Background: an optimization exercise with open tools, aiming at small area and a short achievable clock period. Do not read the settings as production practice. In this exercise RTL edits were held to simulation tests only and were not proved equivalent to the original. Power figures rest on the tool's default switching activity, not on a simulated workload.

Design cpu, start of the top module:
module cpu (
    input clk,
    input reset,
    output [31:0] iaddr,
    input [31:0] idata,
    output [31:0] daddr,
    input [31:0] drdata,
    output [31:0] dwdata,
    output [3:0] dwe
);
Size: about 6000 cells after synthesis, about 170 I/O pins.
==> module rdbit, before the edit <==
module rdbit(
    input [30:0] d,
    input [30:0] s,
    output y
    );
    wire [3:0] u;
    wire [1:0] vn;
    rdgrp8 G0(.d(d[7:0]),   .s(s[7:0]),   .y(u[0]));
    rdgrp8 G1(.d(d[15:8]),  .s(s[15:8]),  .y(u[1]));
    rdgrp8 G2(.d(d[23:16]), .s(s[23:16]), .y(u[2]));
    rdgrp7 G3(.d(d[30:24]), .s(s[30:24]), .y(u[3]));
    nor2g  V0(.a(u[0]), .b(u[1]), .y(vn[0]));
    nor2g  V1(.a(u[2]), .b(u[3]), .y(vn[1]));
    nand2g Y(.a(vn[0]), .b(vn[1]), .y(y));
endmodule
==> module rdgrp8, before the edit <==
module rdgrp8(
    input [7:0] d,
    input [7:0] s,
    output y
    );
    assign y = |(d & s);
endmodule
==> module rdgrp7, before the edit <==
module rdgrp7(
    input [6:0] d,
    input [6:0] s,
    output y
    );
    assign y = |(d & s);
endmodule
==> flow/config.mk <==
export PLATFORM = sky130hd
export DESIGN_NAME = cpu
export DESIGN_NICKNAME = cpu
export VERILOG_FILES = /design/flow/design.v
export SDC_FILE = /design/flow/constraint.sdc
export NUM_CORES = 4
export LEC_CHECK = 0
export ABC_CLOCK_PERIOD_IN_PS = 10000
export CAP_MARGIN = 10
export CORE_MARGIN = 2
export CORE_UTILIZATION = 40
export CTS_BUF_LIST = sky130_fd_sc_hd__clkbuf_8
export CTS_CLUSTER_SIZE = 20
export SLEW_MARGIN = 10
export SYNTH_HIERARCHICAL = 1
==> flow/constraint.sdc <==
create_clock -name core_clock -period 15.0 [get_ports {clk}]
set_input_delay 3.0000 -clock core_clock [delete_from_list [all_inputs] [get_ports {clk}]]
set_output_delay 3.0000 -clock core_clock [all_outputs]
set_load 0.01 [all_outputs]
standard.sh (not shown) runs the stock make flow with config.mk's settings and CLKGATE_MAP_FILE= SYNTH_SCRIPT=/design/flow/synth_recipe.tcl, a recipe that flattens the netlist after the stock synthesis.
==> flow/flow/run.sh <==
#!/bin/bash
# Layout flow: the standard ORFS flow (standard.sh, unchanged synthesis,
# floorplan, power grid, placement, CTS and routing), run with a larger setup
# repair margin so that timing repair keeps improving the critical paths, and
# with buf_2 cells as the port buffers. The make output goes to orfs_make.log;
# each ORFS step keeps its own log under orfs/logs/.
set -euo pipefail
bash standard.sh \
    SETUP_SLACK_MARGIN=5.5 \
    "BUFFER_PORTS_ARGS=-buffer_cell sky130_fd_sc_hd__buf_2" \
    finish > orfs_make.log 2>&1
The starting point went through all stages and came out clean.
Edit:
--- a/flow/design.v
+++ b/flow/design.v
@@ -188,33 +188,36 @@
 module rdbit(
     input [30:0] d,
     input [30:0] s,
     output y
     );
-    wire [3:0] u;
-    wire [1:0] vn;
-    rdgrp8 G0(.d(d[7:0]),   .s(s[7:0]),   .y(u[0]));
-    rdgrp8 G1(.d(d[15:8]),  .s(s[15:8]),  .y(u[1]));
-    rdgrp8 G2(.d(d[23:16]), .s(s[23:16]), .y(u[2]));
-    rdgrp7 G3(.d(d[30:24]), .s(s[30:24]), .y(u[3]));
-    nor2g  V0(.a(u[0]), .b(u[1]), .y(vn[0]));
-    nor2g  V1(.a(u[2]), .b(u[3]), .y(vn[1]));
-    nand2g Y(.a(vn[0]), .b(vn[1]), .y(y));
+    wire [10:0] t;       
+    wire [2:0] u;
+    genvar i;
+    generate
+        for (i = 0; i < 10; i = i + 1) begin : g_t
+            aoi222g A(.d(d[3*i+2:3*i]), .s(s[3*i+2:3*i]), .y(t[i]));
+        end
+    endgenerate
+    nand2g T10(.a(d[30]), .b(s[30]), .y(t[10]));
+    nand4g N0(.a(t[0]), .b(t[1]), .c(t[2]), .d(t[3]), .y(u[0]));
+    nand4g N1(.a(t[4]), .b(t[5]), .c(t[6]), .d(t[7]), .y(u[1]));
+    nand3g N2(.a(t[8]), .b(t[9]), .c(t[10]), .y(u[2]));
+    or3g O(.a(u[0]), .b(u[1]), .c(u[2]), .y(y));
 endmodule
-module rdgrp8(
-    input [7:0] d,
-    input [7:0] s,
+module aoi222g(
+    input [2:0] d,
+    input [2:0] s,
     output y
     );
-    assign y = |(d & s);
+    assign y = ~|(d & s);
 endmodule
-module rdgrp7(
-    input [6:0] d,
-    input [6:0] s,
-    output y
-    );
-    assign y = |(d & s);
+module nand4g(input a, input b, input c, input d, output y);
+    assign y = ~(a & b & c & d);
+endmodule
+module or3g(input a, input b, input c, output y);
+    assign y = a | b | c;
 endmodule
 module regword(
     input clk,
     input we,
     input hold,
This time the run produced a layout that fails on max-capacitance violations, max-slew violations. Final area drops by 0.70%. First-iteration DRC count climbs by 21%. Total power climbs by 3.1%. Cell count drops by 4.9%. Area after synthesis drops by 2.6%. Via count hardly moves. Sequential cell count stays the same. Worst setup slack degrades by 0.70 ns. Non-clock buffer count climbs by 64. Worst hold slack hardly moves. Clock-buffer cell count drops by 10. Synthesized cell count drops by 7.5%.

-- what the ideal ports hide --
No port has a modelled driver above. Below, the same layouts with a new extraction and two added sets of constraints. Step 1 (the two cells are an assumption about what drives the block):
set clk [get_ports {clk}]
set_driving_cell -lib_cell sky130_fd_sc_hd__clkbuf_16 $clk
set_driving_cell -lib_cell sky130_fd_sc_hd__buf_2 [delete_from_list [all_inputs] $clk]
Step 2, shift: input delay + t, output delay - t, t = (earliest + latest rising clock arrival at the registers) / 2. This alone moves slack from input paths to output paths. Slacks: ideal ports / drivers / drivers and shift; pairs: ideal ports / drivers.
run | t, ns | setup WS [ns] | hold WS [ns] | worst slew at a driven data input, ns
the first run | 0.995 | 5.339 / 5.303 / 4.459 | 0.496 / 0.496 / 0.496 | 0.17
the second run | 1.026 | 4.642 / 4.559 / 4.441 | 0.497 / 0.497 / 0.497 | 0.18
For the first run, which loses most, drivers alone change the setup slack by -0.036 ns; drivers and shift together by -0.880 ns.
